From an optimization exercise on the open Yosys and OpenROAD flow, aimed at small area; shortcuts taken in it are not production practice.
RTL that was checked went through simulation tests only; none was proved equivalent to the original.
Power is estimated from default activity; no workload was simulated.

==> inputs of v24 <==
// BRAM_GPU
module BRAM_GPU(
        input wire vga_clk,
        input wire rst,
        output wire [3:0] r,
        output wire [3:0] g,
        output wire [3:0] b,
        output wire hs,
        output wire vs,
        output wire [11:0] bram_addr_blk,
        input wire [15:0] bram_rdata_blk,
        output wire [12:0] bram_addr_txtr,
        input wire [11:0] bram_rdata_txtr
);
Settings: LEC_CHECK=0, ABC_AREA=1, CAP_MARGIN=20, CORE_MARGIN=2, CORE_UTILIZATION=40, CTS_BUF_LIST=sky130_fd_sc_hd__clkbuf_8, GPL_TIMING_DRIVEN=0, SETUP_SLACK_MARGIN=0.8, SLEW_MARGIN=20, SYNTH_MEMORY_MAX_BITS=131072; clock period 10.0 ns.
standard.sh (not shown) runs the stock make flow with config.mk's settings and CLKGATE_MAP_FILE= SYNTH_SCRIPT=/design/flow/synth_recipe.tcl, a recipe that flattens the netlist after the stock synthesis.
==> flow/flow/run.sh <==
#!/bin/bash
# The standard layout (standard.sh) with two changes:
#  - synthesis maps the logic with an area-oriented ABC script (flow/abc_area.script:
#    map -a, no ABC buffering or resizing) and leaves adders to ABC instead of
#    extracting half/full adder cells; registers are mapped exactly as standard.sh does;
#  - the port buffers inserted at global placement are sky130_fd_sc_hd__buf_1.
# Each step's full log stays under orfs/logs; make's own output goes to *.log here.
set -euo pipefail
W=$(pwd)
rm -rf "$W/scripts"
cp -r "$FLOW_HOME/scripts" "$W/scripts"
cp "$W/flow/abc_area.script" "$W/scripts/abc_area.script"
bash standard.sh SCRIPTS_DIR="$W/scripts" ADDER_MAP_FILE= SYNTH_INSBUF=0 synth > make_synth.log 2>&1
bash standard.sh BUFFER_PORTS_ARGS="-buffer_cell sky130_fd_sc_hd__buf_1" finish > make_finish.log 2>&1
==> flow/flow/abc_area.script <==
&get -n
&st
&dch -f
&nf -p -R 1000 -F 8 -A 8
&put
topo
stime -c
==> v14: changes against v24 <==
--- a/flow/config.mk
+++ b/flow/config.mk
@@ -12,5 +12,4 @@
 export CTS_BUF_LIST = sky130_fd_sc_hd__clkbuf_8
 export GPL_TIMING_DRIVEN = 0
-export SETUP_SLACK_MARGIN = 0.8
 export SLEW_MARGIN = 20
 export SYNTH_MEMORY_MAX_BITS = 131072
==> summary of the runs <==
- v24 ran to the end with no violations. v14 produced a clean layout.
- In cell count, v14 and v24 do not differ.
- In worst hold slack, v24 and v14 hardly differ.
- First-iteration DRC count: v14 is larger than v24 (11%).
- In flip-flop and latch count, v14 and v24 do not differ.
- In clock-buffer cell count, v14 and v24 do not differ.
- Clock skew: v14 is higher than v24 (1.3 ps).
- In sequential share of layout area, v24 and v14 hardly differ.
- Register-to-register slack: v14 is lower than v24 (620 ps).
- In clock power, v14 and v24 hardly differ.
- Combinational power is about the same in v24 and v14.
No functional check of the RTL was part of any run of this note.

---

==> inputs of trial 33 <==
BRAM_GPU, a different RTL version from the one above (not shown whole).
export LEC_CHECK = 0
export ABC_AREA = 1
export CAP_MARGIN = 20
export CORE_MARGIN = 2
export CORE_UTILIZATION = 40
export SLEW_MARGIN = 20
export SYNTH_MEMORY_MAX_BITS = 131072
create_clock -name core_clock -period 10.0 [get_ports {vga_clk}]
==> flow/flow/run.sh <==
#!/bin/bash
# The standard layout (standard.sh) with two changes:
#  - synthesis maps the logic with an area-oriented ABC script (flow/abc_area.script:
#    map -a, no ABC buffering or resizing) and leaves adders to ABC instead of
#    extracting half/full adder cells; registers are mapped exactly as standard.sh does;
#  - the port buffers inserted at global placement are sky130_fd_sc_hd__buf_1.
# Each step's full log stays under orfs/logs; make's own output goes to *.log here.
set -euo pipefail
W=$(pwd)
rm -rf "$W/scripts"
cp -r "$FLOW_HOME/scripts" "$W/scripts"
cp "$W/flow/abc_area.script" "$W/scripts/abc_area.script"
bash standard.sh SCRIPTS_DIR="$W/scripts" ADDER_MAP_FILE= synth > make_synth.log 2>&1
bash standard.sh BUFFER_PORTS_ARGS="-buffer_cell sky130_fd_sc_hd__buf_1" finish > make_finish.log 2>&1
==> flow/flow/abc_area.script <==
strash
dc2
dch -f
map -a
topo
stime -c
==> trial 5 (differences from trial 33) <==
Settings changed: CORE_UTILIZATION 40 to 70.
==> summary of the runs <==
Trial 5 died in 5_1_grt, error GRT-0116. Trial 33 finished clean. Synthesized area is the same in trial 33 and trial 5. Synthesized cell count is the same in trial 5 and trial 33.
==> figures <==
Run status: trial 33 finished clean; trial 5 aborted with a tool error
Last stage reached: trial 33 -; trial 5 5_1_grt
Synth warn: trial 33 1; trial 5 1
Root buffer cell: trial 33 sky130_fd_sc_hd__clkbuf_16; trial 5 sky130_fd_sc_hd__clkbuf_8
Routability congestion estimate from global placement: trial 33 1.26; trial 5 1.56
Number of placement rows: trial 33 43; trial 5 32
Width of the chip: trial 33 123 um; trial 5 93.9 um
Cell Count Post-Placement: trial 33 1276; trial 5 1187
Die Ht: trial 33 123 um; trial 5 93.9 um
Starting density of the core: trial 33 40.9%; trial 5 72.8%
Post-detailed-placement cell area: trial 33 0.00614 mm^2; trial 5 0.00596 mm^2
Worst Setup Slack post-DPL: trial 33 3.30 ns; trial 5 2.88 ns
Synthesis-stage register bit count: trial 33 46; trial 5 46
HPWL after detailed placement: trial 33 27.8 mm; trial 5 21.3 mm
No run of this note included a check of the RTL's function; only the layout flow was run.

---

==> inputs of try-delta <==
BRAM_GPU, a different RTL version from the one above (not shown whole).
clock: 10.0 ns
lec_check: 0
abc_area: 1
cap_margin: 20
core_margin: 2
core_utilization: 40
cts_buf_list: sky130_fd_sc_hd__clkbuf_8
slew_margin: 20
synth_memory_max_bits: 131072
==> flow/flow/abc_area.script <==
&get -n
&st
&dch -f
&nf -p -R 1000 -F 8 -A 8
&put
topo
stime -c
Scripts as last shown in full above: flow/flow/run.sh
==> inputs of try-umber, as changes to try-delta <==
==> flow/flow/abc_area.script (replaced) <==
strash
dc2
dch -f
map -a
topo
stime -c
--- a/flow/config.mk
+++ b/flow/config.mk
@@ -9,6 +9,5 @@
 export CAP_MARGIN = 20
 export CORE_MARGIN = 2
 export CORE_UTILIZATION = 40
-export CTS_BUF_LIST = sky130_fd_sc_hd__clkbuf_8
 export SLEW_MARGIN = 20
 export SYNTH_MEMORY_MAX_BITS = 131072
==> notes.md <==
Run status: try-delta finished clean; try-umber finished clean
GRT met2 Usage: try-delta 64.7%; try-umber 69.8%
Final worst setup slack: try-delta 2.32 ns; try-umber 1.88 ns
Seq power: try-delta 207 uW; try-umber 203 uW
Via-per-instance ratio: try-delta 7.25; try-umber 6.74
Fill cell count: try-delta 1426; try-umber 1425
Gate Count Post-Synth: try-delta 802; try-umber 938
Die boundary height: try-delta 117 microns; try-umber 118 microns
Worst Hold End: try-delta rgb[6]; try-umber rgb[0]
Fraction of synthesized cell area taken by the top area cell type: try-delta 18.2%; try-umber 17.8%
Least-Margin Pin Slew: try-delta 1.13 ns; try-umber 1.23 ns
Arr. time, crit path: try-delta 7.88 ns; try-umber 8.29 ns
Delay of the slowest cell on the worst path: try-delta 0.88 ns; try-umber 0.98 ns
Critical path buffers and inverters: try-delta 0; try-umber 6
Power density relative to cell area: try-delta 84.1 nW/um^2; try-umber 85.7 nW/um^2
Number of global-route vias before repair: try-delta 7136; try-umber 7489
Total wirelength of the detailed-routed design: try-delta 31.1 mm; try-umber 33.5 mm
Share of post-route cells with drive strength above 1: try-delta 5.52%; try-umber 5.84%
Worst Clk Skew: try-delta 0.00560 ns; try-umber 0.00440 ns
Area of the multi-input gates: try-delta 3980 sq um; try-umber 3570 sq um
Final worst path period share: try-delta 76.8%; try-umber 81.2%
Number of design-rule violations left by the first detailed-router iteration: try-delta 1299; try-umber 1272
Met1 routing resource usage after global routing: try-delta 56.2%; try-umber 53.7%
R2r worst-path depth: try-delta 27; try-umber 32
Register fraction of the total cell area: try-delta 16.0%; try-umber 15.4%

---

==> job 288 <==
BRAM_GPU, a different RTL version from the one above (not shown whole).
// BRAM_GPU
module BRAM_GPU(
        input wire vga_clk,
        input wire rst,
        output wire [3:0] r,
        output wire [3:0] g,
        output wire [3:0] b,
        output wire hs,
        output wire vs,
        output wire [11:0] bram_addr_blk,
        input wire [15:0] bram_rdata_blk,
        output wire [12:0] bram_addr_txtr,
        input wire [11:0] bram_rdata_txtr
);
clock: 10.0 ns
lec_check: 0
abc_area: 1
cap_margin: 20
core_margin: 2
core_utilization: 35
cts_buf_list: sky130_fd_sc_hd__clkbuf_8
gpl_timing_driven: 0
setup_slack_margin: 0.5
slew_margin: 20
synth_memory_max_bits: 131072
==> flow/flow/run.sh <==
#!/bin/bash
# The standard layout (standard.sh) with these changes:
#  - synthesis maps the logic with an area-oriented ABC script (flow/abc_area.script:
#    &nf area mapping, no ABC buffering or resizing), leaves adders to ABC instead of
#    extracting half/full adder cells, and inserts no buffers on pass-through wires;
#    registers are mapped exactly as standard.sh does;
#  - the port buffers inserted at global placement are sky130_fd_sc_hd__buf_1.
# Each step's full log stays under orfs/logs; make's own output goes to make_*.log here.
set -euo pipefail
W=$(pwd)
rm -rf "$W/scripts"
cp -r "$FLOW_HOME/scripts" "$W/scripts"
cp "$W/flow/abc_area.script" "$W/scripts/abc_area.script"
bash standard.sh SCRIPTS_DIR="$W/scripts" ADDER_MAP_FILE= SYNTH_INSBUF=0 synth > make_synth.log 2>&1
bash standard.sh BUFFER_PORTS_ARGS="-buffer_cell sky130_fd_sc_hd__buf_1" CTS_ARGS="-sink_clustering_enable -repair_clock_nets -buf_list sky130_fd_sc_hd__clkbuf_8 -sink_clustering_size 24 -dont_use_dummy_load" finish > make_finish.log 2>&1
==> flow/flow/abc_area.script <==
&get -n
&st
&dch -f
&nf -p -R 1000 -F 8 -A 8
&put
topo
stime -c
==> job 9256: changes against job 288 <==
--- a/flow/flow/run.sh
+++ b/flow/flow/run.sh
@@ -6,3 +6,4 @@
 #    registers are mapped exactly as standard.sh does;
-#  - the port buffers inserted at global placement are sky130_fd_sc_hd__buf_1.
+#  - the port buffers inserted at global placement are sky130_fd_sc_hd__buf_1;
+#  - clock tree synthesis uses clkbuf_8 buffers and inserts no dummy loads.
 # Each step's full log stays under orfs/logs; make's own output goes to make_*.log here.
@@ -14,2 +15,2 @@
 bash standard.sh SCRIPTS_DIR="$W/scripts" ADDER_MAP_FILE= SYNTH_INSBUF=0 synth > make_synth.log 2>&1
-bash standard.sh BUFFER_PORTS_ARGS="-buffer_cell sky130_fd_sc_hd__buf_1" CTS_ARGS="-sink_clustering_enable -repair_clock_nets -buf_list sky130_fd_sc_hd__clkbuf_8 -sink_clustering_size 24 -dont_use_dummy_load" finish > make_finish.log 2>&1
+bash standard.sh BUFFER_PORTS_ARGS="-buffer_cell sky130_fd_sc_hd__buf_1" CTS_ARGS="-sink_clustering_enable -repair_clock_nets -buf_list sky130_fd_sc_hd__clkbuf_8 -dont_use_dummy_load" finish > make_finish.log 2>&1
==> job 2466: changes against job 288 <==
--- a/flow/flow/run.sh
+++ b/flow/flow/run.sh
@@ -14,2 +14,2 @@
 bash standard.sh SCRIPTS_DIR="$W/scripts" ADDER_MAP_FILE= SYNTH_INSBUF=0 synth > make_synth.log 2>&1
-bash standard.sh BUFFER_PORTS_ARGS="-buffer_cell sky130_fd_sc_hd__buf_1" CTS_ARGS="-sink_clustering_enable -repair_clock_nets -buf_list sky130_fd_sc_hd__clkbuf_8 -sink_clustering_size 24 -dont_use_dummy_load" finish > make_finish.log 2>&1
+bash standard.sh BUFFER_PORTS_ARGS="-buffer_cell sky130_fd_sc_hd__buf_1" finish > make_finish.log 2>&1
--- a/flow/config.mk
+++ b/flow/config.mk
@@ -10,6 +10,6 @@
 export CORE_MARGIN = 2
-export CORE_UTILIZATION = 35
+export CORE_UTILIZATION = 40
 export CTS_BUF_LIST = sky130_fd_sc_hd__clkbuf_8
 export GPL_TIMING_DRIVEN = 0
-export SETUP_SLACK_MARGIN = 0.5
+export SETUP_SLACK_MARGIN = 0.8
 export SLEW_MARGIN = 20
==> impl_metrics.py <==
metrics = {
    "final_layout": {
        "buffer_area_frac": 0.0478,
        "multi_input_area_share": 0.717,
        "final_core_util": 0.405,
    },
    "routing": {
        "drtIter0Drc": 1421,
    },
    "pwr": {
        "p_clk_frac": 0.241,
        "sw_frac_of_total": 0.384,
    },
    "sta": {
        "fmax_mhz": 105,
    },
    "status": {
        "run_status": "complete, no violations",
    },
    "floorplanning": {
        "taps": 176,
    },
    "clocking": {
        "path_clk_slew_ps": 90,
    },
}
the above is filed under job 288

==> impl_metrics.py <==
metrics = {
    "clocking": {
        "path_clk_slew_ps": 100,
        "clockBufferDepth": 2,
    },
    "final_layout": {
        "top_regs": "npix x12, rgb x12, hc x11",
        "final_core_util": 0.466,
        "multi_input_area_share": 0.720,
        "clk_share": 0.0180,
        "buffer_area_frac": 0.0452,
        "layout_common_cells": "131 x nor2_1, 102 x nand2_1, 86 x a21oi_1",
        "fin_cells": 969,
    },
    "setup_path": {
        "crit_path_start_kind": "flop",
    },
    "pwr": {
        "p_clk_frac": 0.267,
    },
    "sta": {
        "fmax_mhz": 106,
    },
    "routing": {
        "drtIter0Drc": 2035,
    },
    "status": {
        "run_status": "complete, no violations",
    },
}
the above is filed under job 2466

==> impl_metrics.py <==
metrics = {
    "status": {
        "run_status": "complete, no violations",
    },
    "final_layout": {
        "design_area_um2": 5370,
        "final_core_util": 0.405,
        "buffer_area_frac": 0.0478,
    },
    "sta": {
        "fmax_mhz": 105,
    },
    "routing": {
        "drtIter0Drc": 1421,
    },
    "pwr": {
        "p_clk_frac": 0.241,
    },
    "synth": {
        "synthTopCellsByArea": "dfxtp_1 19%, nor2_1 11%, a21oi_1 9.3%",
    },
    "floorplanning": {
        "taps": 176,
    },
}
the above is filed under job 9256

==> re-timing with driven ports <==
Ports are ideal in the flow. The routed layouts listed here were re-timed in OpenROAD. Step 1 (the two cells are an assumption about what drives the block):
set clk [get_ports {vga_clk}]
set_driving_cell -lib_cell sky130_fd_sc_hd__clkbuf_16 $clk
set_driving_cell -lib_cell sky130_fd_sc_hd__buf_2 [delete_from_list [all_inputs] $clk]
Step 2 also shifts input and output timing later by t, the mid clock arrival at the registers, as if the neighbouring blocks saw the same clock. Slacks: ideal / step 1 / step 2; pairs: ideal / step 1.
run	shift t [ns]	setup slack, ns	hold slack, ns	worst register clock-pin slew, ns	worst data-port slew with drivers (ns)
v24	0.330	0.876 / 0.876 / 0.876	0.372 / 0.372 / 0.372	0.10 / 0.10	0.06
v14	0.331	0.258 / 0.258 / 0.258	0.372 / 0.372 / 0.372	0.10 / 0.10	0.06
trial 33	0.319	2.746 / 2.715 / 2.799	0.373 / 0.373 / 0.373	0.06 / 0.06	0.06
try-delta	0.359	2.321 / 2.321 / 2.321	0.379 / 0.379 / 0.379	0.09 / 0.09	0.06
try-umber	0.325	1.882 / 1.882 / 1.882	0.378 / 0.378 / 0.378	0.06 / 0.06	0.06
job 288	0.328	0.466 / 0.466 / 0.466	0.378 / 0.378 / 0.378	0.10 / 0.10	0.06
job 9256	0.328	0.466 / 0.466 / 0.466	0.378 / 0.378 / 0.378	0.10 / 0.10	0.06
job 2466	0.329	0.594 / 0.594 / 0.594	0.384 / 0.384 / 0.384	0.10 / 0.10	0.06
After both steps every run listed still meets setup and hold.
